This design comes from an exercise in tuning for a short achievable clock period and few clock cycles on the open sky130 flow, not from production work.
In this exercise RTL edits were held to simulation tests only and were not proved equivalent to the original.

==> inputs of run C <==
==> flow/design.v (excerpt) <==
module CompleteComputer(
    input clk,          input Rst,
    input TBorNot,      input Tb_MEMWE,         input [7:0] Tb_MEMAddr, input [15:0] Tb_MEMData,
    output [15:0] OutPC,output [15:0] OutNextPC,output [15:0] OutMEM,   output [2:0] OutPSW_NZC,
    output Done,        output [15:0] OutReg
    );
==> flow/config.mk <==
export PLATFORM = sky130hd
export DESIGN_NAME = CompleteComputer
export DESIGN_NICKNAME = CompleteComputer
export VERILOG_FILES = /design/flow/design.v
export SDC_FILE = /design/flow/constraint.sdc
export NUM_CORES = 4
export LEC_CHECK = 0
export ABC_CLOCK_PERIOD_IN_PS = 3000
export CAP_MARGIN = 20
export CORE_MARGIN = 2
export CORE_UTILIZATION = 40
export SLEW_MARGIN = 20
==> flow/constraint.sdc <==
create_clock -name core_clock -period 10.0 [get_ports {clk}]
set_input_delay 2.0000 -clock core_clock [delete_from_list [all_inputs] [get_ports {clk}]]
set_output_delay 2.0000 -clock core_clock [all_outputs]
set_load 0.01 [all_outputs]
standard.sh (not shown) runs the stock make flow with config.mk's settings and CLKGATE_MAP_FILE= SYNTH_SCRIPT=/design/flow/synth_recipe.tcl, a recipe that flattens the netlist after the stock synthesis.
==> flow/flow/run.sh <==
#!/bin/bash
# The standard layout, with the timing repair aimed below the 10 ns clock
# (a setup margin), on the worst endpoints only, so the achieved period shrinks.
# The constraints are the standard flow's; only the repair target changes.
set -uo pipefail
bash standard.sh synth > synth.log 2>&1
bash standard.sh SETUP_SLACK_MARGIN=6.5 TNS_END_PERCENT=5 finish > layout.log 2>&1
==> run B: changes against run C <==
--- a/flow/design.v
+++ b/flow/design.v
@@ -11,19 +11,23 @@
     reg  [15:0] PCp1;        
     reg  [7:0]  FA;          
     reg  [15:0] FAh, FAl;    
     reg  [2:0]  NZC;         
     reg  [15:0] OutR;        
     reg         run;         
+    reg         DoneQ;       
     reg         ldp;         
     reg  [2:0]  ldrd;        
     reg  [15:0] MARh, MARl;  
     reg         sp;          
     reg  [7:0]  sA;          
     reg  [15:0] sAh, sAl;    
     reg  [15:0] sD;          
+    reg  [15:0] lnk;         
+    reg  [15:0] ctg;         
+    reg  [15:0] lnkh, lnkl, ctgh, ctgl;   
     reg  [127:0] Rf;         
     reg  [4095:0] mem;       
     function [15:0] oh4(input [3:0] x);
         oh4 = 16'd1 << x;
     endfunction
     wire [4:0] op = IR[15:11];
@@ -69,96 +73,131 @@
     wire [15:0] bsel = useimm ? {11'b0, IR[4:0]} : Rn;
     wire        inv  = i_subi | i_cmp | (i_alu3 & IR[1]);
     wire        cin  = i_alu3 ? (IR[0] ? NZC[0] : IR[1]) : (i_subi | i_cmp);
     wire [16:0] sum  = {1'b0, Rm} + {1'b0, bsel ^ {16{inv}}} + {16'b0, cin};
     wire [15:0] res  = sum[15:0];
     wire        setf = i_alu3 | i_cmp | i_addi | i_subi;
+    wire [15:0] bop  = bsel ^ {16{inv}};
+    wire [15:0] zp   = Rm ^ bop;
+    wire [15:0] zc   = {Rm[14:0] | bop[14:0], cin};
+    wire        zero = &(zp ~^ zc);
     wire        we_x = exec & (i_alu3 | i_lhi | i_lli | i_addi | i_subi | i_mov | i_jali | i_jalr);
     wire [15:0] wd_x = i_lhi ? {IR[7:0], Rd[7:0]} :
                        i_lli ? {8'h00, IR[7:0]} :
                        i_mov ? Rm :
                        (i_jali | i_jalr) ? PCp1 : res;
     wire [7:0]  addr8 = Rm[7:0] + ((i_ldri | i_stri) ? {3'b0, IR[4:0]} : Rn[7:0]);
     wire        st_en = exec & i_st;
     wire [7:0]  ba = PC[7:0] + IR[7:0];      
     wire [15:0] rdS, rdB, rdJ, rdD;
     rdoh portS(.d(mem), .hi(FAh),           .lo(FAl),           .y(rdS));
     rdoh portB(.d(mem), .hi(oh4(ba[7:4])),  .lo(oh4(ba[3:0])),  .y(rdB));
-    rdoh portJ(.d(mem), .hi(oh4(IR[7:4])),  .lo(oh4(IR[3:0])),  .y(rdJ));
+    wire [15:0] pred  = IR[11] ? lnk : ctg;
+    wire [15:0] predh = IR[11] ? lnkh : ctgh;
+    wire [15:0] predl = IR[11] ? lnkl : ctgl;
+    wire [7:0]  ja    = IR[12] ? pred[7:0] : IR[7:0];
+    rdoh portJ(.d(mem), .hi(IR[12] ? predh : oh4(IR[7:4])),
+                        .lo(IR[12] ? predl : oh4(IR[3:0])), .y(rdJ));
     rdoh portD(.d(mem), .hi(MARh),          .lo(MARl),          .y(rdD));
     wire hitS = sp & (sA == FA);
     wire hitB = sp & (sA == ba);
-    wire hitJ = sp & (sA == IR[7:0]);
+    wire hitJ = sp & (sA == ja);
     wire [15:0] tgt_b = PC + {{8{IR[7]}}, IR[7:0]};
     wire [15:0] tgt_j = {PC[15:11], IR[10:0]};
     wire [15:0] tgt_r = i_jr ? Rd : Rm;
+    wire        pred_ok = (tgt_r == pred);
     wire [15:0] tgt   = redir_r ? tgt_r : i_j ? tgt_j : tgt_b;
     wire [15:0] tgtp1 = tgt + 16'd1;
     wire [15:0] PCp2  = PCp1 + 16'd1;
     wire tb_we = TBorNot & Tb_MEMWE;
     wire [15:0] M0fwd = (tb_we && Tb_MEMAddr == 8'd0) ? Tb_MEMData : mem[15:0];
-    always @(posedge clk) begin
-        if (Rst)                  IR <= M0fwd;
-        else if (!IRv)            IR <= rdS;
-        else if (!exec)           IR <= IR;
-        else if (taken_b)         IR <= rdB;
-        else if (i_j)             IR <= rdJ;
-        else                      IR <= rdS;
-    end
+    reg [15:0] IR_n;
+    always @(*) begin
+        if (Rst)                  IR_n = M0fwd;
+        else if (!IRv)            IR_n = rdS;
+        else if (!exec)           IR_n = IR;
+        else if (taken_b)         IR_n = rdB;
+        else if (i_j | redir_r)   IR_n = rdJ;
+        else                      IR_n = rdS;
+    end
+    always @(posedge clk) IR <= IR_n;
     reg [7:0] FA_n;
+    reg       IRv_n;
     always @(*) begin
-        FA_n = FA;
+        FA_n  = FA;
+        IRv_n = IRv;
         if (!IRv) begin
-            if (!hitS) FA_n = PCp1[7:0];
+            if (!hitS) begin
+                FA_n  = PCp1[7:0];
+                IRv_n = 1'b1;
+            end
         end else if (stale) begin
-            FA_n = PC[7:0];
+            FA_n  = PC[7:0];
+            IRv_n = 1'b0;
         end else if (exec) begin
-            if (redir_r)                      FA_n = tgt[7:0];
-            else if (taken_b | i_j)           FA_n = (taken_b ? hitB : hitJ) ? tgt[7:0] : tgtp1[7:0];
-            else                              FA_n = hitS ? PCp1[7:0] : PCp2[7:0];
-        end
-    end
+            if (redir_r & ~pred_ok) begin
+                FA_n  = tgt[7:0];
+                IRv_n = 1'b0;
+            end else if (taken_b | i_j | redir_r) begin
+                FA_n  = (taken_b ? hitB : hitJ) ? tgt[7:0] : tgtp1[7:0];
+                IRv_n = ~(taken_b ? hitB : hitJ);
+            end else begin
+                FA_n  = hitS ? PCp1[7:0] : PCp2[7:0];
+                IRv_n = ~hitS;
+            end
+        end
+    end
+    wire Done_n = IRv_n & (IR_n[15:11] == 5'b11100) & IR_n[0] & ~st_en;
     always @(posedge clk or posedge Rst) begin
         if (Rst) begin
             IRv  <= 1'b1;
+            DoneQ <= 1'b0;
             PC   <= 16'd0;
             PCp1 <= 16'd1;
             FA   <= 8'd1;
             FAh  <= 16'h0001;
             FAl  <= 16'h0002;
             NZC  <= 3'b000;
             OutR <= 16'd0;
             run  <= 1'b0;
             ldp  <= 1'b0;
             sp   <= 1'b0;
+            lnk  <= 16'd0;
+            lnkh <= 16'h0001;
+            lnkl <= 16'h0001;
+            ctg  <= 16'd0;
+            ctgh <= 16'h0001;
+            ctgl <= 16'h0001;
         end else begin
             run <= 1'b1;
             ldp <= exec & i_ld;
             sp  <= st_en;
             FA  <= FA_n;
+            IRv <= IRv_n;
+            DoneQ <= Done_n;
             FAh <= oh4(FA_n[7:4]);
             FAl <= oh4(FA_n[3:0]);
-            if (!IRv) begin
-                if (!hitS) IRv <= 1'b1;
-            end else if (stale) begin
-                IRv <= 1'b0;
-            end else if (exec) begin
-                if (redir_r) begin
-                    IRv  <= 1'b0;
+            if (exec) begin
+                if (taken_b | i_j | redir_r) begin
                     PC   <= tgt;
                     PCp1 <= tgtp1;
-                end else if (taken_b | i_j) begin
-                    PC   <= tgt;
-                    PCp1 <= tgtp1;
-                    if (taken_b ? hitB : hitJ) IRv <= 1'b0;
                 end else begin
                     PC   <= PCp1;
                     PCp1 <= PCp2;
-                    if (hitS) IRv <= 1'b0;
                 end
-                if (setf) NZC <= {res[15], (res == 16'd0), sum[16]};
+                if (setf) NZC <= {res[15], zero, sum[16]};
+                if (i_jali | i_jalr) begin
+                    lnk  <= PCp1;
+                    lnkh <= oh4(PCp1[7:4]);
+                    lnkl <= oh4(PCp1[3:0]);
+                end
+                if (i_jalr) begin
+                    ctg  <= Rm;
+                    ctgh <= oh4(Rm[7:4]);
+                    ctgl <= oh4(Rm[3:0]);
+                end
                 if (i_outr) OutR <= Rm;
             end
         end
     end
     always @(posedge clk) begin
         if (exec & i_ld) begin
@@ -191,35 +230,22 @@
             always @(posedge clk) begin
                 if ((tb_we && Th[gi/16] && Tl[gi%16]) || (swe && sAh[gi/16] && sAl[gi%16]))
                     mem[16*gi +: 16] <= wdata;
             end
         end
     endgenerate
-    reg  [255:0] Tw;
-    reg  [15:0]  TlQ;
-    generate
-        for (gi = 0; gi < 16; gi = gi + 1) begin : genT
-            wire [255:0] part;
-            genvar gk;
-            for (gk = 0; gk < 16; gk = gk + 1) begin : genP
-                assign part[16*gk +: 16] = mem[16*(16*gk+gi) +: 16];
-            end
-            wire [15:0] y;
-            ohmux16 portT(.d(part), .s(Th), .y(y));
-            always @(posedge clk) Tw[16*gi +: 16] <= y;
-        end
-    endgenerate
-    always @(posedge clk) TlQ <= Tl;
-    wire [15:0] outm;
-    ohmux16 portO(.d(Tw), .s(TlQ), .y(outm));
-    assign OutMEM     = outm;
+    reg  [15:0] OutM;
+    wire [15:0] rdT;
+    rdoh portT(.d(mem), .hi(Th), .lo(Tl), .y(rdT));
+    always @(posedge clk) OutM <= rdT;
+    assign OutMEM     = OutM;
     assign OutPC      = PC;
     assign OutNextPC  = PCp1;
     assign OutPSW_NZC = NZC;
     assign OutReg     = OutR;
-    assign Done       = run & IRv & i_hlt & ~sp;
+    assign Done       = DoneQ;
 endmodule
 module rdoh(input [4095:0] d, input [15:0] hi, input [15:0] lo, output [15:0] y);
     wire [255:0] g;      
     genvar h, l;
     generate
         for (h = 0; h < 16; h = h + 1) begin : grp
==> flow/flow/run.sh (replaced) <==
#!/bin/bash
# The standard layout, with the timing repair aimed below the 10 ns clock
# (a setup margin), on the worst endpoints only, so the achieved period shrinks.
# The constraints are the standard flow's; only the repair target changes.
set -uo pipefail
bash standard.sh synth > synth.log 2>&1
bash standard.sh SETUP_SLACK_MARGIN=6 TNS_END_PERCENT=100 finish > layout.log 2>&1
==> flow/config.mk (replaced) <==
export PLATFORM = sky130hd
export DESIGN_NAME = CompleteComputer
export DESIGN_NICKNAME = CompleteComputer
export VERILOG_FILES = /design/flow/design.v
export SDC_FILE = /design/flow/constraint.sdc
export NUM_CORES = 4
export LEC_CHECK = 0
export ABC_CLOCK_PERIOD_IN_PS = 1000
export CAP_MARGIN = 20
export CORE_MARGIN = 2
export CORE_UTILIZATION = 38
export SLEW_MARGIN = 20
==> metrics.md <==
| Metric | Value |
|---|---|
| Status | `did not finish` |
| Die extent in x | `837.7 um` |
| Pre-CTS setup slack | `2.344 ns` |
| Log Error | `[ERROR GRT-0116] Global routing finished with congestion. Check the congestion regions in the DRC Viewer.` |
| Syn Inst Count | `24,995` |
| GRT met3 Usage | `101.8%` |
| #FFs+latches synth | `4,698` |
| Multiplexer area fraction after synthesis | `4.081%` |
| Num CTS Buffers | `568` |
| Vias in the first global route | `402,040` |
| Halt Stage | `5_1_grt` |
| DP Cell Count | `33,306` |
| Seq/Total Area, Yosys | `49.60%` |
| Post-synth EDFFs | `4,331` |
Source of the figures above: run C

==> metrics.md <==
| Metric | Value |
|---|---|
| Synth top cells by count | `edfxtp_1, a22oi_1, a22o_1` |
| Num CTS Buffers | `542` |
| Global Route Usage Sum | `85.12%` |
| Initial core utilization | `38.11%` |
| Pre-CTS setup slack | `1.741 ns` |
| DP Cell Count | `33,897` |
| Status | `did not finish` |
| Clk buf depth | `4` |
| Multiplexer area fraction after synthesis | `2.962%` |
| GRT met3 Usage | `79.64%` |
| #FFs+latches synth | `4,539` |
| Log Error | `[ERROR GRT-0116] Global routing finished with congestion. Check the congestion regions in the DRC Viewer.` |
| Seq/Total Area, Yosys | `49.18%` |
| Die extent in x | `854.3 um` |
| Vias in the first global route | `347,265` |
| Post-synth EDFFs | `4,325` |
| Halt Stage | `5_1_grt` |
Source of the figures above: run B

Testbench counts of run C, summed over its fixed seeds: cycles 45,326.
Testbench counts of run B, summed over its fixed seeds: cycles 43,088.
